Background: an optimization exercise with open tools, aiming at small area. Do not read the settings as production practice.
Function was checked by simulation only, so behaviour that the tests miss may differ from the original.

`design/flow/flow/run.sh`:
```
#!/bin/bash
# The standard layout (the standard.sh: ORFS synthesis through finish), with two changes:
# ports are buffered with the smallest buffer, and clock tree synthesis uses small clock buffers
# and inserts no dummy loads. Each tool's output is kept by ORFS under orfs/logs/; make's own
# output goes to make_finish.log here.
set -euo pipefail
CTS="-sink_clustering_enable -repair_clock_nets -dont_use_dummy_load -buf_list ${FLOW_CTS_BUF:-sky130_fd_sc_hd__clkbuf_8} -sink_clustering_size ${FLOW_CTS_SIZE:-14}"
bash standard.sh "BUFFER_PORTS_ARGS=-buffer_cell sky130_fd_sc_hd__buf_1" "CTS_ARGS=$CTS" finish > make_finish.log 2>&1
```
`design/flow/constraint.sdc`:
```
create_clock -name core_clock -period 20.0 [get_ports {clock}]
set_input_delay 4.0000 -clock core_clock [delete_from_list [all_inputs] [get_ports {clock}]]
set_output_delay 4.0000 -clock core_clock [all_outputs]
set_load 0.01 [all_outputs]
```
`design/flow/design.v`:
```
`default_nettype none
module fir_lowpass
  (input  logic clock, reset,
   input  logic [15:0] xin,
   output logic [15:0] y);
    logic [15:0] xr;   
    logic [15:0] a1;   
    logic [15:0] a2;   
    logic [15:0] a3;   
    logic [14:0] a4;   
    logic [14:0] a5;   
    logic [14:0] a6;   
    logic [13:0] a7;   
    logic [13:0] a8;   
    logic [12:0] a9;   
    logic [15:0] d0;
    logic [15:0] d1;
    logic [15:0] d2;
    logic [15:0] d3;
    logic [14:0] d4;
    logic [14:0] d5;
    logic [14:0] d6;
    logic [13:0] d7;
    logic [13:0] d8;
    logic [12:0] d9;
    logic n1;
    logic n2;
    logic n3;
    logic n4;
    logic n5;
    logic n6;
    logic n7;
    logic n8;
    logic n9;
    logic n10;
    logic n11;
    logic n12;
    logic n13;
    logic n14;
    logic n15;
    logic n16;
    logic n17;
    logic n18;
    logic n19;
    logic n20;
    logic n21;
    logic n22;
    logic n23;
    logic n24;
    logic n25;
    logic n26;
    logic n27;
    logic n28;
    logic n29;
    logic n30;
    logic n31;
    logic n32;
    logic n33;
    logic n34;
    logic n35;
    logic n36;
    logic n37;
    logic n38;
    logic n39;
    logic n40;
    logic n41;
    logic n42;
    logic n43;
    logic n44;
    logic n45;
    logic n46;
    logic n47;
    logic n48;
    logic n49;
    logic n50;
    logic n51;
    logic n52;
    logic n53;
    logic n54;
    logic n55;
    logic n56;
    logic n57;
    logic n58;
    logic n59;
    logic n60;
    logic n61;
    logic n62;
    logic n63;
    logic n64;
    logic n65;
    logic n66;
    logic n67;
    logic n68;
    logic n69;
    logic n70;
    logic n71;
    logic n72;
    logic n73;
    logic n74;
    logic n75;
    logic n76;
    logic n77;
    logic n78;
    logic n79;
    logic n80;
    logic n81;
    logic n82;
    logic n83;
    logic n84;
    logic n85;
    logic n86;
    logic n87;
    logic n88;
    logic n89;
    logic n90;
    logic n91;
    logic n92;
    logic n93;
    logic n94;
    logic n95;
    logic n96;
    logic n97;
    logic n98;
    logic n99;
    logic n100;
    logic n101;
    logic n102;
    logic n103;
    logic n104;
    logic n105;
    logic n106;
    logic n107;
    logic n108;
    logic n109;
    logic n110;
    logic n111;
    logic n112;
    logic n113;
    logic n114;
    logic n115;
    logic n116;
    logic n117;
    logic n118;
    logic n119;
    logic n120;
    logic n121;
    logic n122;
    logic n123;
    logic n124;
    logic n125;
    logic n126;
    logic n127;
    logic n128;
    logic n129;
    logic n130;
    logic n131;
    logic n132;
    logic n133;
    logic n134;
    logic n135;
    logic n136;
    logic n137;
    logic n138;
    logic n139;
    logic n140;
    logic n141;
    logic n142;
    logic n143;
    logic n144;
    logic n145;
    logic n146;
    logic n147;
    logic n148;
    logic n149;
    logic n150;
    logic n151;
    logic n152;
    logic n153;
    logic n154;
    logic n155;
    logic n156;
    logic n157;
    logic n158;
    logic n159;
    logic n160;
    logic n161;
    logic n162;
    logic n163;
    logic n164;
    logic n165;
    logic n166;
    logic n167;
    logic n168;
    logic n169;
    logic n170;
    logic n171;
    logic n172;
    logic n173;
    logic n174;
    logic n175;
    logic n176;
    logic n177;
    logic n178;
    logic n179;
    logic n180;
    logic n181;
    logic n182;
    logic n183;
    logic n184;
    logic n185;
    logic n186;
    logic n187;
    logic n188;
    logic n189;
    logic n190;
    logic n191;
    logic n192;
    logic n193;
    logic n194;
    logic n195;
    logic n196;
    logic n197;
    logic n198;
    logic n199;
    logic n200;
    logic n201;
    logic n202;
    logic n203;
    logic n204;
    logic n205;
    logic n206;
    logic n207;
    logic n208;
    logic n209;
    logic n210;
    logic n211;
    logic n212;
    logic n213;
    logic n214;
    logic n215;
    logic n216;
    logic n217;
    logic n218;
    logic n219;
    logic n220;
    logic n221;
    logic n222;
    logic n223;
    logic n224;
    logic n225;
    logic n226;
    logic n227;
    logic n228;
    logic n229;
    logic n230;
    logic n231;
    logic n232;
    logic n233;
    logic n234;
    logic n235;
    logic n236;
    logic n237;
    logic n238;
    logic n239;
    logic n240;
    logic n241;
    logic n242;
    logic n243;
    logic n244;
    logic n245;
    logic n246;
    logic n247;
    logic n248;
    logic n249;
    logic n250;
    logic n251;
    logic n252;
    logic n253;
    logic n254;
    logic n255;
    logic n256;
    logic n257;
    logic n258;
    logic n259;
    logic n260;
    logic n261;
    logic n262;
    logic n263;
    logic n264;
    logic n265;
    logic n266;
    logic n267;
    logic n268;
    logic n269;
    logic n270;
    logic n271;
    logic n272;
    logic n273;
    logic n274;
    logic n275;
    logic n276;
    logic n277;
    logic n278;
    logic n279;
    logic n280;
    logic n281;
    logic n282;
    logic n283;
    logic n284;
    logic n285;
    logic n286;
    logic n287;
    logic n288;
    logic n289;
    logic n290;
    logic n291;
    logic n292;
    logic n293;
    logic n294;
    logic n295;
    logic n296;
    logic n297;
    logic n298;
    logic n299;
    logic n300;
    logic n301;
    logic n302;
    logic n303;
    logic n304;
    logic n305;
    logic n306;
    logic n307;
    logic n308;
    logic n309;
    logic n310;
    logic n311;
    logic n312;
    logic n313;
    logic n314;
    logic n315;
    logic n316;
    logic n317;
    logic n318;
    logic n319;
    logic n320;
    logic n321;
    logic n322;
    logic n323;
    logic n324;
    logic n325;
    logic n326;
    logic n327;
    logic n328;
    logic n329;
    logic n330;
    logic n331;
    logic n332;
    logic n333;
    logic n334;
    logic n335;
    logic n336;
    logic n337;
    logic n338;
    logic n339;
    logic n340;
    logic n341;
    logic n342;
    logic n343;
    logic n344;
    logic n345;
    logic n346;
    logic n347;
    logic n348;
    logic n349;
    logic n350;
    logic n351;
    logic n352;
    logic n353;
    logic n354;
    logic n355;
    logic n356;
    logic n357;
    logic n358;
    logic n359;
    logic n360;
    logic n361;
    logic n362;
    logic n363;
    logic n364;
    logic n365;
    logic n366;
    logic n367;
    logic n368;
    logic n369;
    logic n370;
    logic n371;
    logic n372;
    logic n373;
    logic n374;
    logic n375;
    logic n376;
    logic n377;
    logic n378;
    logic n379;
    logic n380;
    logic n381;
    logic n382;
    logic n383;
    logic n384;
    logic n385;
    logic n386;
    logic n387;
    logic n388;
    logic n389;
    logic n390;
    logic n391;
    logic n392;
    logic n393;
    logic n394;
    logic n395;
    logic n396;
    logic n397;
    logic n398;
    logic n399;
    logic n400;
    logic n401;
    logic n402;
    logic n403;
    logic n404;
    logic n405;
    logic n406;
    logic n407;
    logic n408;
    logic n409;
    logic n410;
    logic n411;
    logic n412;
    logic n413;
    logic n414;
    logic n415;
    logic n416;
    logic n417;
    logic n418;
    logic n419;
    logic n420;
    logic n421;
    logic n422;
    logic n423;
    logic n424;
    logic n425;
    logic n426;
    logic n427;
    logic n428;
    logic n429;
    logic n430;
    logic n431;
    logic n432;
    logic n433;
    logic n434;
    logic n435;
    logic n436;
    logic n437;
    logic n438;
    logic n439;
    logic n440;
    logic n441;
    logic n442;
    logic n443;
    logic n444;
    logic n445;
    logic n446;
    logic n447;
    logic n448;
    logic n449;
    logic n450;
    logic n451;
    logic n452;
    logic n453;
    logic n454;
    logic n455;
    logic n456;
    logic n457;
    logic n458;
    logic n459;
    logic n460;
    logic n461;
    logic n462;
    logic n463;
    logic n464;
    logic n465;
    logic n466;
    logic n467;
    logic n468;
    logic n469;
    logic n470;
    logic n471;
    logic n472;
    logic n473;
    logic n474;
    logic n475;
    logic n476;
    logic n477;
    logic n478;
    logic n479;
    logic n480;
    logic n481;
    logic n482;
    logic n483;
    logic n484;
    logic n485;
    logic n486;
    logic n487;
    logic n488;
    logic n489;
    logic n490;
    logic n491;
    logic n492;
    logic n493;
    logic n494;
    logic n495;
    logic n496;
    logic n497;
    logic n498;
    logic n499;
    logic n500;
    logic n501;
    logic n502;
    logic n503;
    logic n504;
    logic n505;
    logic n506;
    logic n507;
    logic n508;
    logic n509;
    logic n510;
    logic n511;
    logic n512;
    logic n513;
    logic n514;
    logic n515;
    logic n516;
    logic n517;
    logic n518;
    logic n519;
    logic n520;
    logic n521;
    logic n522;
    logic n523;
    logic n524;
    logic n525;
    logic n526;
    logic n527;
    logic n528;
    logic n529;
    logic n530;
    logic n531;
    logic n532;
    logic n533;
    logic n534;
    logic n535;
    logic n536;
    logic n537;
    logic n538;
    logic n539;
    logic n540;
    logic n541;
    logic n542;
    logic n543;
    logic n544;
    logic n545;
    logic n546;
    logic n547;
    logic n548;
    logic n549;
    logic n550;
    logic n551;
    logic n552;
    logic n553;
    logic n554;
    logic n555;
    logic n556;
    logic n557;
    logic n558;
    logic n559;
    logic n560;
    logic n561;
    logic n562;
    logic n563;
    logic n564;
    logic n565;
    logic n566;
    logic n567;
    logic n568;
    logic n569;
    logic n570;
    logic n571;
    logic n572;
    logic n573;
    logic n574;
    logic n575;
    logic n576;
    logic n577;
    logic n578;
    logic n579;
    logic n580;
    logic n581;
    logic n582;
    logic n583;
    logic n584;
    logic n585;
    logic n586;
    logic n587;
    logic n588;
    logic n589;
    logic n590;
    logic n591;
    logic n592;
    logic n593;
    logic n594;
    logic n595;
    logic n596;
    logic n597;
    logic n598;
    logic n599;
    logic n600;
    logic n601;
    logic n602;
    logic n603;
    logic n604;
    logic n605;
    logic n606;
    logic n607;
    logic n608;
    logic n609;
    logic n610;
    logic n611;
    logic n612;
    logic n613;
    logic n614;
    logic n615;
    logic n616;
    logic n617;
    logic n618;
    logic n619;
    logic n620;
    logic n621;
    logic n622;
    logic n623;
    logic n624;
    logic n625;
    logic n626;
    logic n627;
    logic n628;
    logic n629;
    logic n630;
    logic n631;
    logic n632;
    logic n633;
    logic n634;
    logic n635;
    logic n636;
    logic n637;
    logic n638;
    logic n639;
    logic n640;
    logic n641;
    logic n642;
    logic n643;
    logic n644;
    logic n645;
    logic n646;
    logic n647;
    logic n648;
    logic n649;
    logic n650;
    logic n651;
    logic n652;
    logic n653;
    logic n654;
    logic n655;
    logic n656;
    logic n657;
    logic n658;
    logic nreset;
    inv u_nreset (.a(reset), .y(nreset));
    assign n1 = xr[0] ^ xr[2];
    assign n2 = xr[0] & xr[2];
    fa un3 (.a(xr[1]), .b(xr[3]), .c(n2), .s(n3), .co(n4));
    fa un5 (.a(xr[2]), .b(xr[4]), .c(n4), .s(n5), .co(n6));
    fa un7 (.a(xr[3]), .b(xr[5]), .c(n6), .s(n7), .co(n8));
    fa un9 (.a(xr[4]), .b(xr[6]), .c(n8), .s(n9), .co(n10));
    fa un11 (.a(xr[5]), .b(xr[7]), .c(n10), .s(n11), .co(n12));
    fa un13 (.a(xr[6]), .b(xr[8]), .c(n12), .s(n13), .co(n14));
    fa un15 (.a(xr[7]), .b(xr[9]), .c(n14), .s(n15), .co(n16));
    fa un17 (.a(xr[8]), .b(xr[10]), .c(n16), .s(n17), .co(n18));
    fa un19 (.a(xr[9]), .b(xr[11]), .c(n18), .s(n19), .co(n20));
    fa un21 (.a(xr[10]), .b(xr[12]), .c(n20), .s(n21), .co(n22));
    fa un23 (.a(xr[11]), .b(xr[13]), .c(n22), .s(n23), .co(n24));
    fa un25 (.a(xr[12]), .b(xr[14]), .c(n24), .s(n25), .co(n26));
    fa un27 (.a(xr[13]), .b(xr[15]), .c(n26), .s(n27), .co(n28));
    fa un29 (.a(xr[14]), .b(xr[15]), .c(n28), .s(n29), .co(n30));
    assign n31 = ~xr[0];
    assign n32 = ~xr[1];
    assign n33 = ~xr[2];
    assign n34 = ~xr[3];
    assign n35 = ~xr[4];
    assign n36 = ~xr[5];
    assign n37 = ~xr[6];
    assign n38 = ~xr[7];
    assign n39 = ~xr[8];
    assign n40 = ~xr[9];
    assign n41 = ~xr[10];
    assign n42 = ~xr[11];
    assign n43 = ~xr[12];
    assign n44 = ~xr[13];
    assign n45 = ~xr[14];
    assign n46 = ~xr[15];
    assign n47 = n31 ^ n34;
    assign n48 = ~n31 & ~n34;
    assign n49 = ~n48;
    fa un50 (.a(n32), .b(n35), .c(n49), .s(n50), .co(n51));
    fa un52 (.a(n33), .b(n36), .c(n51), .s(n52), .co(n53));
    fa un54 (.a(n34), .b(n37), .c(n53), .s(n54), .co(n55));
    fa un56 (.a(n35), .b(n38), .c(n55), .s(n56), .co(n57));
    fa un58 (.a(n36), .b(n39), .c(n57), .s(n58), .co(n59));
    fa un60 (.a(n37), .b(n40), .c(n59), .s(n60), .co(n61));
    fa un62 (.a(n38), .b(n41), .c(n61), .s(n62), .co(n63));
    fa un64 (.a(n39), .b(n42), .c(n63), .s(n64), .co(n65));
    fa un66 (.a(n40), .b(n43), .c(n65), .s(n66), .co(n67));
    fa un68 (.a(n41), .b(n44), .c(n67), .s(n68), .co(n69));
    fa un70 (.a(n42), .b(n45), .c(n69), .s(n70), .co(n71));
    fa un72 (.a(n43), .b(n46), .c(n71), .s(n72), .co(n73));
    fa un74 (.a(n44), .b(n46), .c(n73), .s(n74), .co(n75));
    fa un76 (.a(n45), .b(n46), .c(n75), .s(n76), .co(n77));
    assign n78 = n32 ^ n31;
    assign n79 = n32 & n31;
    assign n80 = n33 ^ n79;
    assign n81 = n33 & n79;
    assign n82 = n34 ^ n81;
    assign n83 = n34 & n81;
    assign n84 = n35 ^ n83;
    assign n85 = n35 & n83;
    fa un86 (.a(xr[0]), .b(n36), .c(n85), .s(n86), .co(n87));
    fa un88 (.a(xr[1]), .b(n37), .c(n87), .s(n88), .co(n89));
    fa un90 (.a(xr[2]), .b(n38), .c(n89), .s(n90), .co(n91));
    fa un92 (.a(xr[3]), .b(n39), .c(n91), .s(n92), .co(n93));
    fa un94 (.a(xr[4]), .b(n40), .c(n93), .s(n94), .co(n95));
    fa un96 (.a(xr[5]), .b(n41), .c(n95), .s(n96), .co(n97));
    fa un98 (.a(xr[6]), .b(n42), .c(n97), .s(n98), .co(n99));
    fa un100 (.a(xr[7]), .b(n43), .c(n99), .s(n100), .co(n101));
    fa un102 (.a(xr[8]), .b(n44), .c(n101), .s(n102), .co(n103));
    fa un104 (.a(xr[9]), .b(n45), .c(n103), .s(n104), .co(n105));
    fa un106 (.a(xr[10]), .b(n46), .c(n105), .s(n106), .co(n107));
    fa un108 (.a(xr[11]), .b(n46), .c(n107), .s(n108), .co(n109));
    fa un110 (.a(xr[12]), .b(n46), .c(n109), .s(n110), .co(n111));
    fa un112 (.a(xr[13]), .b(n46), .c(n111), .s(n112), .co(n113));
    fa un114 (.a(xr[14]), .b(n46), .c(n113), .s(n114), .co(n115));
    assign n116 = xr[15] ^ n46;
    assign n117 = n116 ^ n115;
    assign n118 = ~n31;
    assign n119 = xr[0] ^ n82;
    assign n120 = xr[0] & n82;
    fa un121 (.a(xr[1]), .b(n84), .c(n120), .s(n121), .co(n122));
    fa un123 (.a(xr[2]), .b(n86), .c(n122), .s(n123), .co(n124));
    fa un125 (.a(xr[3]), .b(n88), .c(n124), .s(n125), .co(n126));
    fa un127 (.a(xr[4]), .b(n90), .c(n126), .s(n127), .co(n128));
    fa un129 (.a(xr[5]), .b(n92), .c(n128), .s(n129), .co(n130));
    fa un131 (.a(xr[6]), .b(n94), .c(n130), .s(n131), .co(n132));
    fa un133 (.a(xr[7]), .b(n96), .c(n132), .s(n133), .co(n134));
    fa un135 (.a(xr[8]), .b(n98), .c(n134), .s(n135), .co(n136));
    fa un137 (.a(xr[9]), .b(n100), .c(n136), .s(n137), .co(n138));
    fa un139 (.a(xr[10]), .b(n102), .c(n138), .s(n139), .co(n140));
    fa un141 (.a(xr[11]), .b(n104), .c(n140), .s(n141), .co(n142));
    fa un143 (.a(xr[12]), .b(n106), .c(n142), .s(n143), .co(n144));
    fa un145 (.a(xr[13]), .b(n108), .c(n144), .s(n145), .co(n146));
    fa un147 (.a(xr[14]), .b(n110), .c(n146), .s(n147), .co(n148));
    fa un149 (.a(xr[15]), .b(n112), .c(n148), .s(n149), .co(n150));
    fa un151 (.a(xr[15]), .b(n114), .c(n150), .s(n151), .co(n152));
    fa un153 (.a(xr[15]), .b(n117), .c(n152), .s(n153), .co(n154));
    assign n155 = xr[15] ^ n117;
    assign n156 = n155 ^ n154;
    assign n157 = ~n47;
    assign n158 = xr[1] ^ xr[0];
    assign n159 = ~xr[1] & ~xr[0];
    assign n160 = n1 ^ n159;
    assign n161 = ~n1 & n159;
    assign n162 = n3 ^ n161;
    assign n163 = ~n3 & n161;
    assign n164 = n5 ^ n163;
    assign n165 = ~n5 & n163;
    assign n166 = ~n165;
    assign n167 = (n31 & n7) | (n31 & n166) | (n7 & n166);
    assign n168 = (n32 & n9) | (n32 & n167) | (n9 & n167);
    assign n169 = (n33 & n11) | (n33 & n168) | (n11 & n168);
    assign n170 = (n157 & n13) | (n157 & n169) | (n13 & n169);
    assign n171 = (n50 & n15) | (n50 & n170) | (n15 & n170);
    assign n172 = (n52 & n17) | (n52 & n171) | (n17 & n171);
    assign n173 = (n54 & n19) | (n54 & n172) | (n19 & n172);
    fa un174 (.a(n56), .b(n21), .c(n173), .s(n174), .co(n175));
    fa un176 (.a(n58), .b(n23), .c(n175), .s(n176), .co(n177));
    fa un178 (.a(n60), .b(n25), .c(n177), .s(n178), .co(n179));
    fa un180 (.a(n62), .b(n27), .c(n179), .s(n180), .co(n181));
    fa un182 (.a(n64), .b(n29), .c(n181), .s(n182), .co(n183));
    fa un184 (.a(n66), .b(n30), .c(n183), .s(n184), .co(n185));
    fa un186 (.a(n68), .b(xr[15]), .c(n185), .s(n186), .co(n187));
    fa un188 (.a(n70), .b(xr[15]), .c(n187), .s(n188), .co(n189));
    fa un190 (.a(n72), .b(xr[15]), .c(n189), .s(n190), .co(n191));
    fa un192 (.a(n74), .b(xr[15]), .c(n191), .s(n192), .co(n193));
    fa un194 (.a(n76), .b(xr[15]), .c(n193), .s(n194), .co(n195));
    fa un196 (.a(n77), .b(xr[15]), .c(n195), .s(n196), .co(n197));
    assign n198 = n46 ^ xr[15];
    assign n199 = n198 ^ n197;
    assign n200 = n84 ^ n118;
    assign n201 = n84 & n118;
    fa un202 (.a(n86), .b(n78), .c(n201), .s(n202), .co(n203));
    fa un204 (.a(n88), .b(n80), .c(n203), .s(n204), .co(n205));
    fa un206 (.a(n90), .b(n119), .c(n205), .s(n206), .co(n207));
    fa un208 (.a(n92), .b(n121), .c(n207), .s(n208), .co(n209));
    fa un210 (.a(n94), .b(n123), .c(n209), .s(n210), .co(n211));
    fa un212 (.a(n96), .b(n125), .c(n211), .s(n212), .co(n213));
    fa un214 (.a(n98), .b(n127), .c(n213), .s(n214), .co(n215));
    fa un216 (.a(n100), .b(n129), .c(n215), .s(n216), .co(n217));
    fa un218 (.a(n102), .b(n131), .c(n217), .s(n218), .co(n219));
    fa un220 (.a(n104), .b(n133), .c(n219), .s(n220), .co(n221));
    fa un222 (.a(n106), .b(n135), .c(n221), .s(n222), .co(n223));
    fa un224 (.a(n108), .b(n137), .c(n223), .s(n224), .co(n225));
    fa un226 (.a(n110), .b(n139), .c(n225), .s(n226), .co(n227));
    fa un228 (.a(n112), .b(n141), .c(n227), .s(n228), .co(n229));
    fa un230 (.a(n114), .b(n143), .c(n229), .s(n230), .co(n231));
    fa un232 (.a(n117), .b(n145), .c(n231), .s(n232), .co(n233));
    fa un234 (.a(n117), .b(n147), .c(n233), .s(n234), .co(n235));
    fa un236 (.a(n117), .b(n149), .c(n235), .s(n236), .co(n237));
    fa un238 (.a(n117), .b(n151), .c(n237), .s(n238), .co(n239));
    fa un240 (.a(n117), .b(n153), .c(n239), .s(n240), .co(n241));
    assign n242 = n117 ^ n156;
    assign n243 = n242 ^ n241;
    assign n244 = xr[0] ^ n204;
    assign n245 = xr[0] & n204;
    assign n246 = (xr[1] & n206) | (xr[1] & n245) | (n206 & n245);
    assign n247 = (n1 & n208) | (n1 & n246) | (n208 & n246);
    assign n248 = (n3 & n210) | (n3 & n247) | (n210 & n247);
    assign n249 = (n5 & n212) | (n5 & n248) | (n212 & n248);
    assign n250 = (n7 & n214) | (n7 & n249) | (n214 & n249);
    assign n251 = (n9 & n216) | (n9 & n250) | (n216 & n250);
    assign n252 = (n11 & n218) | (n11 & n251) | (n218 & n251);
    fa un253 (.a(n13), .b(n220), .c(n252), .s(n253), .co(n254));
    fa un255 (.a(n15), .b(n222), .c(n254), .s(n255), .co(n256));
    fa un257 (.a(n17), .b(n224), .c(n256), .s(n257), .co(n258));
    fa un259 (.a(n19), .b(n226), .c(n258), .s(n259), .co(n260));
    fa un261 (.a(n21), .b(n228), .c(n260), .s(n261), .co(n262));
    fa un263 (.a(n23), .b(n230), .c(n262), .s(n263), .co(n264));
    fa un265 (.a(n25), .b(n232), .c(n264), .s(n265), .co(n266));
    fa un267 (.a(n27), .b(n234), .c(n266), .s(n267), .co(n268));
    fa un269 (.a(n29), .b(n236), .c(n268), .s(n269), .co(n270));
    fa un271 (.a(n30), .b(n238), .c(n270), .s(n271), .co(n272));
    fa un273 (.a(xr[15]), .b(n240), .c(n272), .s(n273), .co(n274));
    assign n275 = xr[15] ^ n243;
    assign n276 = n275 ^ n274;
    assign n277 = n11 ^ n118;
    assign n278 = n11 & n118;
    assign n279 = (n13 & n78) | (n13 & n278) | (n78 & n278);
    assign n280 = (n15 & n80) | (n15 & n279) | (n80 & n279);
    assign n281 = (n17 & n82) | (n17 & n280) | (n82 & n280);
    assign n282 = (n19 & n84) | (n19 & n281) | (n84 & n281);
    assign n283 = (n21 & n86) | (n21 & n282) | (n86 & n282);
    assign n284 = (n23 & n88) | (n23 & n283) | (n88 & n283);
    assign n285 = (n25 & n90) | (n25 & n284) | (n90 & n284);
    fa un286 (.a(n27), .b(n92), .c(n285), .s(n286), .co(n287));
    fa un288 (.a(n29), .b(n94), .c(n287), .s(n288), .co(n289));
    fa un290 (.a(n30), .b(n96), .c(n289), .s(n290), .co(n291));
    fa un292 (.a(xr[15]), .b(n98), .c(n291), .s(n292), .co(n293));
    fa un294 (.a(xr[15]), .b(n100), .c(n293), .s(n294), .co(n295));
    fa un296 (.a(xr[15]), .b(n102), .c(n295), .s(n296), .co(n297));
    fa un298 (.a(xr[15]), .b(n104), .c(n297), .s(n298), .co(n299));
    fa un300 (.a(xr[15]), .b(n106), .c(n299), .s(n300), .co(n301));
    fa un302 (.a(xr[15]), .b(n108), .c(n301), .s(n302), .co(n303));
    fa un304 (.a(xr[15]), .b(n110), .c(n303), .s(n304), .co(n305));
    fa un306 (.a(xr[15]), .b(n112), .c(n305), .s(n306), .co(n307));
    fa un308 (.a(xr[15]), .b(n114), .c(n307), .s(n308), .co(n309));
    assign n310 = xr[15] ^ n117;
    assign n311 = n310 ^ n309;
    assign n312 = ~n218;
    assign n313 = ~n220;
    assign n314 = ~n222;
    assign n315 = ~n224;
    assign n316 = ~n226;
    assign n317 = ~n228;
    assign n318 = ~n230;
    assign n319 = ~n232;
    assign n320 = ~n234;
    assign n321 = ~n236;
    assign n322 = ~n238;
    assign n323 = ~n240;
    assign n324 = ~n243;
    assign n325 = xr[0] | xr[1];
    assign n326 = n325 | xr[2];
    assign n327 = n326 | xr[3];
    assign n328 = n327 | xr[4];
    assign n329 = n328 | xr[5];
    assign n330 = n329 | xr[6];
    assign n331 = n330 | xr[7];
    assign n332 = n331 | xr[8];
    assign n333 = n332 | xr[9];
    assign n334 = n333 | xr[10];
    assign n335 = n334 | xr[11];
    assign n336 = n335 | xr[12];
    assign n337 = n336 | xr[13];
    assign n338 = n337 | xr[14];
    assign n339 = xr[15] & n338;
    assign n340 = xr[15] & n337;
    assign n341 = xr[15] & n335;
    assign n342 = xr[15] & n332;
    assign n343 = xr[15] & n336;
    assign n344 = n286 ^ n339;
    assign n345 = n286 & n339;
    assign n346 = n288 ^ n345;
    assign n347 = n288 & n345;
    assign n348 = n290 ^ n347;
    assign n349 = n290 & n347;
    assign n350 = n292 ^ n349;
    assign n351 = n292 & n349;
    assign n352 = n294 ^ n351;
    assign n353 = n294 & n351;
    assign n354 = n296 ^ n353;
    assign n355 = n296 & n353;
    assign n356 = n298 ^ n355;
    assign n357 = n298 & n355;
    assign n358 = n300 ^ n357;
    assign n359 = n300 & n357;
    assign n360 = n302 ^ n359;
    assign n361 = n302 & n359;
    assign n362 = n304 ^ n361;
    assign n363 = n304 & n361;
    assign n364 = n306 ^ n363;
    assign n365 = n306 & n363;
    assign n366 = n308 ^ n365;
    assign n367 = n308 & n365;
    assign n368 = n311 ^ n367;
    assign n369 = ~n344;
    assign n370 = ~n346;
    assign n371 = ~n348;
    assign n372 = ~n350;
    assign n373 = ~n352;
    assign n374 = ~n354;
    assign n375 = ~n356;
    assign n376 = ~n358;
    assign n377 = ~n360;
    assign n378 = ~n362;
    assign n379 = ~n364;
    assign n380 = ~n366;
    assign n381 = ~n368;
    fa un382 (.a(a9[0]), .b(n253), .c(n340), .s(n382), .co(n383));
    fa un384 (.a(a9[1]), .b(n255), .c(n383), .s(n384), .co(n385));
    fa un386 (.a(a9[2]), .b(n257), .c(n385), .s(n386), .co(n387));
    fa un388 (.a(a9[3]), .b(n259), .c(n387), .s(n388), .co(n389));
    fa un390 (.a(a9[4]), .b(n261), .c(n389), .s(n390), .co(n391));
    fa un392 (.a(a9[5]), .b(n263), .c(n391), .s(n392), .co(n393));
    fa un394 (.a(a9[6]), .b(n265), .c(n393), .s(n394), .co(n395));
    fa un396 (.a(a9[7]), .b(n267), .c(n395), .s(n396), .co(n397));
    fa un398 (.a(a9[8]), .b(n269), .c(n397), .s(n398), .co(n399));
    fa un400 (.a(a9[9]), .b(n271), .c(n399), .s(n400), .co(n401));
    fa un402 (.a(a9[10]), .b(n273), .c(n401), .s(n402), .co(n403));
    fa un404 (.a(a9[11]), .b(n276), .c(n403), .s(n404), .co(n405));
    fa un406 (.a(a9[12]), .b(n276), .c(n405), .s(n406), .co(n407));
    assign n408 = a9[12] ^ n276;
    assign n409 = n408 ^ n407;
    assign n410 = ~n341;
    fa un411 (.a(a8[0]), .b(n174), .c(n410), .s(n411), .co(n412));
    fa un413 (.a(a8[1]), .b(n176), .c(n412), .s(n413), .co(n414));
    fa un415 (.a(a8[2]), .b(n178), .c(n414), .s(n415), .co(n416));
    fa un417 (.a(a8[3]), .b(n180), .c(n416), .s(n417), .co(n418));
    fa un419 (.a(a8[4]), .b(n182), .c(n418), .s(n419), .co(n420));
    fa un421 (.a(a8[5]), .b(n184), .c(n420), .s(n421), .co(n422));
    fa un423 (.a(a8[6]), .b(n186), .c(n422), .s(n423), .co(n424));
    fa un425 (.a(a8[7]), .b(n188), .c(n424), .s(n425), .co(n426));
    fa un427 (.a(a8[8]), .b(n190), .c(n426), .s(n427), .co(n428));
    fa un429 (.a(a8[9]), .b(n192), .c(n428), .s(n429), .co(n430));
    fa un431 (.a(a8[10]), .b(n194), .c(n430), .s(n431), .co(n432));
    fa un433 (.a(a8[11]), .b(n196), .c(n432), .s(n433), .co(n434));
    fa un435 (.a(a8[12]), .b(n199), .c(n434), .s(n435), .co(n436));
    assign n437 = a8[13] ^ n199;
    assign n438 = n437 ^ n436;
    fa un439 (.a(a7[0]), .b(n131), .c(n342), .s(n439), .co(n440));
    fa un441 (.a(a7[1]), .b(n133), .c(n440), .s(n441), .co(n442));
    fa un443 (.a(a7[2]), .b(n135), .c(n442), .s(n443), .co(n444));
    fa un445 (.a(a7[3]), .b(n137), .c(n444), .s(n445), .co(n446));
    fa un447 (.a(a7[4]), .b(n139), .c(n446), .s(n447), .co(n448));
    fa un449 (.a(a7[5]), .b(n141), .c(n448), .s(n449), .co(n450));
    fa un451 (.a(a7[6]), .b(n143), .c(n450), .s(n451), .co(n452));
    fa un453 (.a(a7[7]), .b(n145), .c(n452), .s(n453), .co(n454));
    fa un455 (.a(a7[8]), .b(n147), .c(n454), .s(n455), .co(n456));
    fa un457 (.a(a7[9]), .b(n149), .c(n456), .s(n457), .co(n458));
    fa un459 (.a(a7[10]), .b(n151), .c(n458), .s(n459), .co(n460));
    fa un461 (.a(a7[11]), .b(n153), .c(n460), .s(n461), .co(n462));
    fa un463 (.a(a7[12]), .b(n156), .c(n462), .s(n463), .co(n464));
    fa un465 (.a(a7[13]), .b(n156), .c(n464), .s(n465), .co(n466));
    assign n467 = a7[13] ^ n156;
    assign n468 = n467 ^ n466;
    assign n469 = ~n343;
    fa un470 (.a(a6[0]), .b(n312), .c(n469), .s(n470), .co(n471));
    fa un472 (.a(a6[1]), .b(n313), .c(n471), .s(n472), .co(n473));
    fa un474 (.a(a6[2]), .b(n314), .c(n473), .s(n474), .co(n475));
    fa un476 (.a(a6[3]), .b(n315), .c(n475), .s(n476), .co(n477));
    fa un478 (.a(a6[4]), .b(n316), .c(n477), .s(n478), .co(n479));
    fa un480 (.a(a6[5]), .b(n317), .c(n479), .s(n480), .co(n481));
    fa un482 (.a(a6[6]), .b(n318), .c(n481), .s(n482), .co(n483));
    fa un484 (.a(a6[7]), .b(n319), .c(n483), .s(n484), .co(n485));
    fa un486 (.a(a6[8]), .b(n320), .c(n485), .s(n486), .co(n487));
    fa un488 (.a(a6[9]), .b(n321), .c(n487), .s(n488), .co(n489));
    fa un490 (.a(a6[10]), .b(n322), .c(n489), .s(n490), .co(n491));
    fa un492 (.a(a6[11]), .b(n323), .c(n491), .s(n492), .co(n493));
    fa un494 (.a(a6[12]), .b(n324), .c(n493), .s(n494), .co(n495));
    fa un496 (.a(a6[13]), .b(n324), .c(n495), .s(n496), .co(n497));
    assign n498 = a6[14] ^ n324;
    assign n499 = n498 ^ n497;
    fa un500 (.a(a5[0]), .b(n312), .c(n469), .s(n500), .co(n501));
    fa un502 (.a(a5[1]), .b(n313), .c(n501), .s(n502), .co(n503));
    fa un504 (.a(a5[2]), .b(n314), .c(n503), .s(n504), .co(n505));
    fa un506 (.a(a5[3]), .b(n315), .c(n505), .s(n506), .co(n507));
    fa un508 (.a(a5[4]), .b(n316), .c(n507), .s(n508), .co(n509));
    fa un510 (.a(a5[5]), .b(n317), .c(n509), .s(n510), .co(n511));
    fa un512 (.a(a5[6]), .b(n318), .c(n511), .s(n512), .co(n513));
    fa un514 (.a(a5[7]), .b(n319), .c(n513), .s(n514), .co(n515));
    fa un516 (.a(a5[8]), .b(n320), .c(n515), .s(n516), .co(n517));
    fa un518 (.a(a5[9]), .b(n321), .c(n517), .s(n518), .co(n519));
    fa un520 (.a(a5[10]), .b(n322), .c(n519), .s(n520), .co(n521));
    fa un522 (.a(a5[11]), .b(n323), .c(n521), .s(n522), .co(n523));
    fa un524 (.a(a5[12]), .b(n324), .c(n523), .s(n524), .co(n525));
    fa un526 (.a(a5[13]), .b(n324), .c(n525), .s(n526), .co(n527));
    assign n528 = a5[14] ^ n324;
    assign n529 = n528 ^ n527;
    fa un530 (.a(a4[0]), .b(n131), .c(n342), .s(n530), .co(n531));
    fa un532 (.a(a4[1]), .b(n133), .c(n531), .s(n532), .co(n533));
    fa un534 (.a(a4[2]), .b(n135), .c(n533), .s(n534), .co(n535));
    fa un536 (.a(a4[3]), .b(n137), .c(n535), .s(n536), .co(n537));
    fa un538 (.a(a4[4]), .b(n139), .c(n537), .s(n538), .co(n539));
    fa un540 (.a(a4[5]), .b(n141), .c(n539), .s(n540), .co(n541));
    fa un542 (.a(a4[6]), .b(n143), .c(n541), .s(n542), .co(n543));
    fa un544 (.a(a4[7]), .b(n145), .c(n543), .s(n544), .co(n545));
    fa un546 (.a(a4[8]), .b(n147), .c(n545), .s(n546), .co(n547));
    fa un548 (.a(a4[9]), .b(n149), .c(n547), .s(n548), .co(n549));
    fa un550 (.a(a4[10]), .b(n151), .c(n549), .s(n550), .co(n551));
    fa un552 (.a(a4[11]), .b(n153), .c(n551), .s(n552), .co(n553));
    fa un554 (.a(a4[12]), .b(n156), .c(n553), .s(n554), .co(n555));
    fa un556 (.a(a4[13]), .b(n156), .c(n555), .s(n556), .co(n557));
    fa un558 (.a(a4[14]), .b(n156), .c(n557), .s(n558), .co(n559));
    assign n560 = a4[14] ^ n156;
    assign n561 = n560 ^ n559;
    fa un562 (.a(a3[0]), .b(n174), .c(n410), .s(n562), .co(n563));
    fa un564 (.a(a3[1]), .b(n176), .c(n563), .s(n564), .co(n565));
    fa un566 (.a(a3[2]), .b(n178), .c(n565), .s(n566), .co(n567));
    fa un568 (.a(a3[3]), .b(n180), .c(n567), .s(n568), .co(n569));
    fa un570 (.a(a3[4]), .b(n182), .c(n569), .s(n570), .co(n571));
    fa un572 (.a(a3[5]), .b(n184), .c(n571), .s(n572), .co(n573));
    fa un574 (.a(a3[6]), .b(n186), .c(n573), .s(n574), .co(n575));
    fa un576 (.a(a3[7]), .b(n188), .c(n575), .s(n576), .co(n577));
    fa un578 (.a(a3[8]), .b(n190), .c(n577), .s(n578), .co(n579));
    fa un580 (.a(a3[9]), .b(n192), .c(n579), .s(n580), .co(n581));
    fa un582 (.a(a3[10]), .b(n194), .c(n581), .s(n582), .co(n583));
    fa un584 (.a(a3[11]), .b(n196), .c(n583), .s(n584), .co(n585));
    fa un586 (.a(a3[12]), .b(n199), .c(n585), .s(n586), .co(n587));
    fa un588 (.a(a3[13]), .b(n199), .c(n587), .s(n588), .co(n589));
    fa un590 (.a(a3[14]), .b(n199), .c(n589), .s(n590), .co(n591));
    assign n592 = a3[15] ^ n199;
    assign n593 = n592 ^ n591;
    fa un594 (.a(a2[0]), .b(n253), .c(n340), .s(n594), .co(n595));
    fa un596 (.a(a2[1]), .b(n255), .c(n595), .s(n596), .co(n597));
    fa un598 (.a(a2[2]), .b(n257), .c(n597), .s(n598), .co(n599));
    fa un600 (.a(a2[3]), .b(n259), .c(n599), .s(n600), .co(n601));
    fa un602 (.a(a2[4]), .b(n261), .c(n601), .s(n602), .co(n603));
    fa un604 (.a(a2[5]), .b(n263), .c(n603), .s(n604), .co(n605));
    fa un606 (.a(a2[6]), .b(n265), .c(n605), .s(n606), .co(n607));
    fa un608 (.a(a2[7]), .b(n267), .c(n607), .s(n608), .co(n609));
    fa un610 (.a(a2[8]), .b(n269), .c(n609), .s(n610), .co(n611));
    fa un612 (.a(a2[9]), .b(n271), .c(n611), .s(n612), .co(n613));
    fa un614 (.a(a2[10]), .b(n273), .c(n613), .s(n614), .co(n615));
    fa un616 (.a(a2[11]), .b(n276), .c(n615), .s(n616), .co(n617));
    fa un618 (.a(a2[12]), .b(n276), .c(n617), .s(n618), .co(n619));
    fa un620 (.a(a2[13]), .b(n276), .c(n619), .s(n620), .co(n621));
    fa un622 (.a(a2[14]), .b(n276), .c(n621), .s(n622), .co(n623));
    assign n624 = a2[15] ^ n276;
    assign n625 = n624 ^ n623;
    assign n626 = a1[0] ^ n344;
    assign n627 = ~a1[0] & n344;
    assign n628 = ~n627;
    fa un629 (.a(a1[1]), .b(n370), .c(n628), .s(n629), .co(n630));
    fa un631 (.a(a1[2]), .b(n371), .c(n630), .s(n631), .co(n632));
    fa un633 (.a(a1[3]), .b(n372), .c(n632), .s(n633), .co(n634));
    fa un635 (.a(a1[4]), .b(n373), .c(n634), .s(n635), .co(n636));
    fa un637 (.a(a1[5]), .b(n374), .c(n636), .s(n637), .co(n638));
    fa un639 (.a(a1[6]), .b(n375), .c(n638), .s(n639), .co(n640));
    fa un641 (.a(a1[7]), .b(n376), .c(n640), .s(n641), .co(n642));
    fa un643 (.a(a1[8]), .b(n377), .c(n642), .s(n643), .co(n644));
    fa un645 (.a(a1[9]), .b(n378), .c(n644), .s(n645), .co(n646));
    fa un647 (.a(a1[10]), .b(n379), .c(n646), .s(n647), .co(n648));
    fa un649 (.a(a1[11]), .b(n380), .c(n648), .s(n649), .co(n650));
    fa un651 (.a(a1[12]), .b(n381), .c(n650), .s(n651), .co(n652));
    fa un653 (.a(a1[13]), .b(n381), .c(n652), .s(n653), .co(n654));
    fa un655 (.a(a1[14]), .b(n381), .c(n654), .s(n655), .co(n656));
    assign n657 = a1[15] ^ n368;
    assign n658 = n657 ^ n656;
    assign d0 = {(n658 & ~reset), ~(n655 | reset), ~(n653 | reset), ~(n651 | reset), ~(n649 | reset), ~(n647 | reset), ~(n645 | reset), ~(n643 | reset), ~(n641 | reset), ~(n639 | reset), ~(n637 | reset), ~(n635 | reset), ~(n633 | reset), ~(n631 | reset), ~(n629 | reset), ~(n626 | reset)};
    assign d1 = {~(n625 & nreset), ~(n622 & nreset), ~(n620 & nreset), ~(n618 & nreset), ~(n616 & nreset), ~(n614 & nreset), ~(n612 & nreset), ~(n610 & nreset), ~(n608 & nreset), ~(n606 & nreset), ~(n604 & nreset), ~(n602 & nreset), ~(n600 & nreset), ~(n598 & nreset), ~(n596 & nreset), ~(n594 & nreset)};
    assign d2 = {~(n593 | reset), ~(n590 | reset), ~(n588 | reset), ~(n586 | reset), ~(n584 | reset), ~(n582 | reset), ~(n580 | reset), ~(n578 | reset), ~(n576 | reset), ~(n574 | reset), ~(n572 | reset), ~(n570 | reset), ~(n568 | reset), ~(n566 | reset), ~(n564 | reset), ~(n562 | reset)};
    assign d3 = {~(n561 & nreset), ~(n558 & nreset), ~(n556 & nreset), ~(n554 & nreset), ~(n552 & nreset), ~(n550 & nreset), ~(n548 & nreset), ~(n546 & nreset), ~(n544 & nreset), ~(n542 & nreset), ~(n540 & nreset), ~(n538 & nreset), ~(n536 & nreset), ~(n534 & nreset), ~(n532 & nreset), ~(n530 & nreset)};
    assign d4 = {~(n529 | reset), ~(n526 | reset), ~(n524 | reset), ~(n522 | reset), ~(n520 | reset), ~(n518 | reset), ~(n516 | reset), ~(n514 | reset), ~(n512 | reset), ~(n510 | reset), ~(n508 | reset), ~(n506 | reset), ~(n504 | reset), ~(n502 | reset), ~(n500 | reset)};
    assign d5 = {(n499 | reset), (n496 | reset), (n494 | reset), (n492 | reset), (n490 | reset), (n488 | reset), (n486 | reset), (n484 | reset), (n482 | reset), (n480 | reset), (n478 | reset), (n476 | reset), (n474 | reset), (n472 | reset), (n470 | reset)};
    assign d6 = {~(n468 & nreset), ~(n465 & nreset), ~(n463 & nreset), ~(n461 & nreset), ~(n459 & nreset), ~(n457 & nreset), ~(n455 & nreset), ~(n453 & nreset), ~(n451 & nreset), ~(n449 & nreset), ~(n447 & nreset), ~(n445 & nreset), ~(n443 & nreset), ~(n441 & nreset), ~(n439 & nreset)};
    assign d7 = {~(n438 | reset), ~(n435 | reset), ~(n433 | reset), ~(n431 | reset), ~(n429 | reset), ~(n427 | reset), ~(n425 | reset), ~(n423 | reset), ~(n421 | reset), ~(n419 | reset), ~(n417 | reset), ~(n415 | reset), ~(n413 | reset), ~(n411 | reset)};
    assign d8 = {~(n409 & nreset), ~(n406 & nreset), ~(n404 & nreset), ~(n402 & nreset), ~(n400 & nreset), ~(n398 & nreset), ~(n396 & nreset), ~(n394 & nreset), ~(n392 & nreset), ~(n390 & nreset), ~(n388 & nreset), ~(n386 & nreset), ~(n384 & nreset), ~(n382 & nreset)};
    assign d9 = {~(n381 | reset), ~(n380 | reset), ~(n379 | reset), ~(n378 | reset), ~(n377 | reset), ~(n376 | reset), ~(n375 | reset), ~(n374 | reset), ~(n373 | reset), ~(n372 | reset), ~(n371 | reset), ~(n370 | reset), ~(n369 | reset)};
    always_ff @(posedge clock) begin
        xr <= xin & {16{~reset}};
        y <= d0;
        a1 <= d1;
        a2 <= d2;
        a3 <= d3;
        a4 <= d4;
        a5 <= d5;
        a6 <= d6;
        a7 <= d7;
        a8 <= d8;
        a9 <= d9;
    end
endmodule
module fa (input logic a, b, c, output logic s, co);
    assign s = a ^ b ^ c;
    assign co = (a & b) | (a & c) | (b & c);
endmodule
module inv (input logic a, output logic y);
    assign y = ~a;
endmodule
```
`design/flow/standard.sh`:
```
#!/bin/bash
# synth_recipe.tcl (not shown) runs the flow's synth.tcl, then flattens the netlist and writes it again
# the make line also repeats each setting of config.mk as NAME=value (left out here)
make -C /OpenROAD-flow-scripts/flow DESIGN_CONFIG=/design/flow/config.mk WORK_HOME=/design/flow/orfs CLKGATE_MAP_FILE= SYNTH_SCRIPT=/design/flow/synth_recipe.tcl "${@:-finish}"
```
`design/flow/config.mk`:
```
export PLATFORM = sky130hd
export DESIGN_NAME = fir_lowpass
export DESIGN_NICKNAME = fir_lowpass
export VERILOG_FILES = /design/flow/design.v
export SDC_FILE = /design/flow/constraint.sdc
export NUM_CORES = 4
export LEC_CHECK = 0
export CAP_MARGIN = 20
export CORE_MARGIN = 2
export CORE_UTILIZATION = 85
export PLACE_DENSITY = 0.9
export SLEW_MARGIN = 20
export SYNTH_HIERARCHICAL = 1
```
==> out/results.txt, run 1 <==
post-CTS setup-driven buffer insertion count -> 0
number of DRC markers after the initial detailed-route iteration -> 899
effective utilization at floorplan -> 87.1%
fin. max-slew vios -> 0
Final Worst Setup Slack -> 5.24 ns
count of buffers from port buffering -> 33
multiplexer fraction of the synthesized cell area -> 0%
clock skew -> 0.0238 ns
die outline width -> 112 um
maximum number of pins on one net before global-route repair -> 107
status -> no timing/DRC/antenna violations
GRT Overall Usage -> 49.6%
post-cts repair resize count -> 0
clock period minus worst slack -> 14.76 ns
type of element capturing the critical path -> flop
normalized max-slew margin -> 23.7%
Filler Cell Count -> 362
Tightest Hold Check Type -> reg2reg
remaining global-route overflow -> 0
mean instance size in the synthesized netlist -> 13.4 um^2
xor/xnor share of the synthesized area -> 2.20%
minimum setup slack after placement -> 5.90 ns
fraction of layout instances using a drive strength above 1 -> 4.92%
drt drc -> 0
number of diodes -> 0
crit path kind -> reg2reg
DR vias -> 6388
post-synth net total -> 1021
cell with the largest stage delay on the worst path -> fa_1
drt via density -> 6.97
Yosys warnings -> 7
commonest cells after routing, fill and taps aside -> fa_1, dfxtp_1, nor2_1
crit path DAT -> 15.05 ns
number of distinct standard cells referenced by the synthesized netlist -> 34
total length of routed wires -> 27900 um
vertical extent of the die -> 112 um
Max Cap Viol -> 0
Die Footprint -> 0.0126 mm^2
clock latency reported for the late side of the worst-skew pair -> 0.47 ns
most used cell, CP -> fa_1
netlist area before placement -> 0.00995 mm^2
peak clock frequency supported by timing -> 67.8 MHz
final number of hold-violating endpoints -> 0
combinational family with the most area after synthesis -> adder cells
utilization after layout -> 91.4%
gpl congestion -> 1.02
Layout Cells excl Fill -> 916
top-level port count -> 34
Adder-Cell Fraction of Synth Area -> 51.3%
number of global-route vias before repair -> 7393
number of buffers inserted during clock tree synthesis -> 17
Main synth FF type -> dfxtp_1
setup repair after global routing missed its margin -> no
total placed instance area -> 0.0102 mm^2
clock tree from TritonCTS -> yes
total core area -> 0.0114 mm^2
sequential fraction of the synthesis area -> 33.4%
synthesized-area fraction occupied by and/or/nand/nor cells -> 8.39%
setup tns final -> 0 ns
most frequent standard cell in the layout excluding fill and tap cells -> fa_1
share of synthesized flip-flops with an asynchronous set or reset -> 0%
TritonCTS Sinks -> 166
Routed WL per cell -> 30.4 um
maximum level of the CTS H-tree -> 4
fin area -> 0.0104 mm^2
FF-to-FF setup slack -> 5.24 ns
clock edge transition at the registers on the reported setup and hold paths -> 0.08 ns
endpoint required time on the critical path -> 20.29 ns
Placed Cells -> 899
fin nets -> 1055
placed wire-length estimate after detailed placement -> 19800 um
compound-cell area share of the yosys netlist -> 2.18%
iteration count of the initial detailed-routing pass -> 7
Post-CTS Hold Fix Bufs -> 0
first-pass GRT wire length -> 43600 um
Worst Max-Slew Pin Slew -> 1.14 ns
clock tree root buffer cell -> clkbuf_8
worst-path fanout max -> 6
worst-case clock buffer depth -> 2
launching element type of the critical path -> flop
Site Rows -> 39
antenna violations before repair -> 0
area overhead of the layout relative to synthesis -> 4.89%
# setup viols final -> 0
CP max stage delay -> 0.61 ns
synthesized instance count -> 741
final antenna-violating net count -> 0
flops & latches, synth -> 166
ratio of final minimum period to clock period -> 73.8%
number of enable-type register cells in the synthesized netlist -> 0
## worst max-delay path, delay by kind of cell, from the launching register on
kind	cells	cell delay [ns]
buffers and inverters	2	0.55
AND/OR/NAND/NOR	1	0.14
XOR/XNOR	3	1.16
flip-flops	1	0.47
AO/OA/AOI/OAI	2	0.70
adder cells (fa/ha/maj)	29	11.55
## final timing paths
| kind | start | end | depth (start not counted) |
|---|---|---|---|
| min reg2reg | a5[1] | a4[1] | 2 |
| min | a5[1] | a4[1] | 2 |
| max reg2reg | xr[1] | a1[15] | 37 |
| max | xr[1] | a1[15] | 37 |
## layer usage
metal | global-route usage [%] | part of all wire [%] | wire [um] | up-vias
li1 | - | - | - | 2321
met1 | 56.1 | 29 | 8190 | 3161
met2 | 77.4 | 48 | 13400 | 633
met3 | 19.6 | 12 | 3320 | 273
met4 | 36.0 | 11 | 2930 | 0
met5 | 0 | 0 | 0 | -
## cell type report
cell class                      instances  area, um^2  area share (%)
Multi-Input combinational cell        509        6380            61.2
Clock buffer                           17         234            2.24
Tap cell                              143         179            1.72
Sequential cell                       166        3320            31.9
Inverter                               47         178            1.70
Timing Repair Buffer                   34         135            1.30
## flip-flops by register name, summed over array words and instances, names as in the netlist
name / flops
a1: 16
a2: 16
a3: 16
xr: 16
y: 16
a4: 15
a5: 15
a6: 15
a7: 14
a8: 14
a9: 13
## synth_stat cells, drive strengths merged (3+ instances only)
cell type | instances | area share, %
dfxtp | 166 | 33
a22oi | 3 | 0.23
ha | 20 | 2.5
nor2b | 19 | 1.2
xor2 | 7 | 0.62
nand2 | 66 | 2.5
nor2 | 76 | 2.9
nor3 | 5 | 0.25
buf | 4 | 0.15
inv | 47 | 1.8
o22ai | 3 | 0.19
a21oi | 4 | 0.20
clkbuf | 15 | 0.57
or2 | 14 | 0.88
xnor2 | 18 | 1.6
fa | 242 | 49
o21ai | 7 | 0.35
## stage by stage
| step | hold slack [ns] |
|---|---|
| finish | 0.580 |
| floorplan | 0.556 |
| global placement | 0.559 |
| detailed placement | 0.571 |
| global route | 0.603 |
| CTS | 0.586 |
## modules after synthesis (local to each module, per instance)
module       cells inside  cell area, um^2  times used
fa                      1             20.0         242
fir_lowpass           498             5100           1
inv                     1             3.75           1
## cell families (layout without fill, tap and decap cells)
family / after synthesis / count (layout)
xor gates and xnor gates: 25 / 25
adders and majority gates: 263 / 263
DFF: 166 / 166
AOI/OAI and AO/OA: 30 / 30
buffers and inverters: 66 / 98
and+or+nand+nor: 191 / 191
==> run 2: changes to the inputs <==
--- a/design/flow/config.mk
+++ b/design/flow/config.mk
@@ -9,4 +9,4 @@
 export CORE_MARGIN = 2
-export CORE_UTILIZATION = 85
-export PLACE_DENSITY = 0.9
+export CORE_UTILIZATION = 90
+export PLACE_DENSITY = 0.95
 export SLEW_MARGIN = 20
==> run 2 against run 1 <==
Effect of this change:
- the run now fails in detailed placement (3_5_place_dp)
- area after synthesis unchanged
- synthesized cell count unchanged
==> out/results.txt, run 2 <==
netlist area before placement -> 0.00995 mm^2
synthesized instance count -> 741
die outline width -> 109 um
placed wire-length estimate after detailed placement -> 21800 um
gpl congestion -> 1.01
cells taking the most area after synthesis -> fa_1, dfxtp_1, nor2_1
number of enable-type register cells in the synthesized netlist -> 0
leading cell types by count after synthesis -> fa_1, dfxtp_1, nor2_1
Yosys warnings -> 7
post-synth net total -> 1021
effective utilization at floorplan -> 92.2%
vertical extent of the die -> 109 um
sequential fraction of the synthesis area -> 33.4%
Main synth FF type -> dfxtp_1
count of buffers from port buffering -> 33
failing step -> detailed placement (3_5_place_dp)
number of distinct standard cells referenced by the synthesized netlist -> 34
status -> did not finish
most common cell in the netlist -> fa_1
Site Rows -> 38
Synth area leader -> fa_1
top-level port count -> 34
mean instance size in the synthesized netlist -> 13.4 um^2
share of synthesized flip-flops with an asynchronous set or reset -> 0%
share of Yosys cell area claimed by the top area cell type -> 48.7%
flops & latches, synth -> 166
error that stopped the run -> [ERROR DPL-0033] detailed placement checks failed during check placement.
-- run 2: cell families after synthesis --
| group | after synthesis | share of synthesized area (%) |
|---|---|---|
| AND/OR/NAND/NOR | 191 | 8.39 |
| AO/OA/AOI/OAI | 30 | 2.18 |
| flip-flops | 166 | 33.4 |
| XOR/XNOR | 25 | 2.20 |
| adder cells (fa/ha/maj) | 263 | 51.3 |
| buffers and inverters | 66 | 2.49 |
-- run 2: worst max path at each step --
stage             start    end  slack [ns]  depth (start not counted)
floorplan         xr[0]  y[15]        7.02                         38
global placement  xr[0]  y[15]        6.45                         38
-- run 2: per-module statistics from Yosys (local to each module, per instance) --
module / copies in the design / cells
fir_lowpass: 1 / 498
fa: 242 / 1
inv: 1 / 1
==> run 3: changes to the inputs <==
--- a/design/flow/config.mk
+++ b/design/flow/config.mk
@@ -9,4 +9,3 @@
 export CORE_MARGIN = 2
-export CORE_UTILIZATION = 90
-export PLACE_DENSITY = 0.95
+export CORE_UTILIZATION = 70
 export SLEW_MARGIN = 20
==> run 3 against run 2 <==
Effect of this change:
- the run now finishes clean
- area after synthesis stayed put
- synthesized cell count stayed put
==> out/results.txt, run 3 <==
status -> no timing/DRC/antenna violations
Synth area leader -> fa_1
utilization after layout -> 75.5%
number of distinct standard cells referenced by the synthesized netlist -> 34
most used cell, CP -> fa_1
fin nets -> 1056
netlist area before placement -> 0.00995 mm^2
antenna violations before repair -> 0
flops & latches, synth -> 166
leading cell types by count after synthesis -> fa_1, dfxtp_1, nor2_1
# setup viols final -> 0
gpl congestion -> 0.980
dominant delay contributor by cell family on the critical path -> adder cells
minimum setup slack after placement -> 6.21 ns
iteration count of the initial detailed-routing pass -> 6
crit path kind -> reg2reg
post-cts repair resize count -> 0
Worst Max-Slew Pin Slew -> 1.06 ns
area overhead of the layout relative to synthesis -> 5.42%
Yosys warnings -> 7
number of enable-type register cells in the synthesized netlist -> 0
clock skew -> 0.0383 ns
Max Cap Viol -> 0
GRT Overall Usage -> 30.4%
setup repair after global routing missed its margin -> no
Post-CTS Hold Fix Bufs -> 0
final number of hold-violating endpoints -> 0
synthesized instance count -> 741
top-level port count -> 34
share of synthesized flip-flops with an asynchronous set or reset -> 0%
total placed instance area -> 0.0102 mm^2
most common cell in the netlist -> fa_1
number of global-route vias before repair -> 5812
Main synth FF type -> dfxtp_1
Placed Cells -> 937
normalized max-slew margin -> 29.1%
total length of routed wires -> 20200 um
launching element type of the critical path -> flop
type of element capturing the critical path -> flop
post-CTS setup-driven buffer insertion count -> 0
placed wire-length estimate after detailed placement -> 16600 um
worst-case clock buffer depth -> 2
drt drc -> 0
vertical extent of the die -> 123 um
fraction of layout instances using a drive strength above 1 -> 5.04%
Site Rows -> 43
commonest cells after routing, fill and taps aside -> fa_1, dfxtp_1, nor2_1
total core area -> 0.0139 mm^2
peak clock frequency supported by timing -> 72.5 MHz
clock period minus worst slack -> 13.79 ns
Die Footprint -> 0.0152 mm^2
number of buffers inserted during clock tree synthesis -> 17
cells taking the most area after synthesis -> fa_1, dfxtp_1, nor2_1
Layout Cells excl Fill -> 954
effective utilization at floorplan -> 71.7%
setup tns final -> 0 ns
fin area -> 0.0105 mm^2
cell with the largest stage delay on the worst path -> fa_1
post-synth net total -> 1021
worst hold slack after final layout -> 0.546 ns
Routed WL per cell -> 21.2 um
crit path DAT -> 14.13 ns
mean instance size in the synthesized netlist -> 13.4 um^2
die outline width -> 123 um
Final Worst Setup Slack -> 6.21 ns
DR vias -> 5361
maximum level of the CTS H-tree -> 4
CP max stage delay -> 0.58 ns
ratio of final minimum period to clock period -> 68.9%
sequential fraction of the synthesis area -> 33.4%
remaining global-route overflow -> 0
most frequent standard cell in the layout excluding fill and tap cells -> fa_1
final antenna-violating net count -> 0
Tightest Hold Check Type -> reg2reg
share of Yosys cell area claimed by the top area cell type -> 48.7%
worst-path fanout max -> 5
clock latency reported for the late side of the worst-skew pair -> 0.46 ns
critical path buffer and inverter count -> 1
drt via density -> 5.62
clock tree root buffer cell -> clkbuf_8
first-pass GRT wire length -> 32400 um
number of DRC markers after the initial detailed-route iteration -> 340
endpoint required time on the critical path -> 20.34 ns
clock tree from TritonCTS -> yes
number of diodes -> 0
TritonCTS Sinks -> 166
maximum number of pins on one net before global-route repair -> 62
count of buffers from port buffering -> 33
clock edge transition at the registers on the reported setup and hold paths -> 0.10 ns
fin. max-slew vios -> 0
==> run 3: cell counts after synthesis <==
Identical to the previous run, type by type.
==> run 3: Yosys stat by module, one instance, submodules excluded <==
module / times used / area [um^2]
fa: 242 / 20.0
fir_lowpass: 1 / 5100
inv: 1 / 3.75
==> run 3: logic make-up (layout without fill, tap and decap cells) <==
family,count (synthesis),count (layout),share of synthesized area [%]
buffers and inverters,66,99,2.49
adder cells (fa/ha/maj),263,263,51.3
flip-flops,166,166,33.4
AND/OR/NAND/NOR,191,191,8.39
XOR/XNOR,25,25,2.20
AO/OA/AOI/OAI,30,30,2.18
==> run 3: layout make-up <==
class,count,area [um^2]
multi-input combinational,509,6380
sequential,166,3320
tap,180,225
inverter,47,176
clock buffer,17,234
fill,950,3400
timing repair buffer,35,143
==> run 3: worst reg2reg max path, delay by kind of cell (launching register included) <==
family | cells | cell delay [ns]
fa+ha+maj | 30 | 12.01
xor+xnor | 2 | 0.30
buf+inv | 1 | 0.08
simple gates | 5 | 0.89
flops | 1 | 0.42
==> run 3: final timing paths <==
check | start | to | slack, ns | cells after the start
setup / recovery | xr[2] | y[15] | 6.21 | 38
hold / removal | a1[1] | y[1] | 0.55 | 2
setup reg to reg | xr[2] | y[15] | 6.21 | 38
hold reg to reg | a1[1] | y[1] | 0.55 | 2
==> run 3: layer usage <==
metal  global-route usage (%)  routed length (um)
met5                        0                   0
met4                     9.23                 383
met3                     6.60                1680
met2                     45.0                9450
met1                     46.2                8700

## afterwards: timing with drivers on the ports
In the flow no input, the clock included, has a driving cell. The finished layouts below were timed again as built, in two steps. Step 1: set_driving_cell puts a clkbuf_16 on clock and a buf_2 on each other input, an assumption about the parent block. Step 2 times the ports against the registers' clock, not the clock port: input delays grow and output delays shrink by t, the midpoint of the rising clock arrivals with the driver on. Three values: ideal ports, drivers, drivers and shift; two values: the first two.
run | shift t [ns] | slack for setup (ns) | latest minus earliest clock arrival (ns) | worst slew at a driven data input, ns
run 1 | 0.492 | 5.242 / 5.242 / 5.242 | 0.025 / 0.024 | 0.04
run 3 | 0.482 | 6.212 / 6.212 / 6.212 | 0.039 / 0.039 | 0.04
After both steps setup and hold are still met in every run listed.
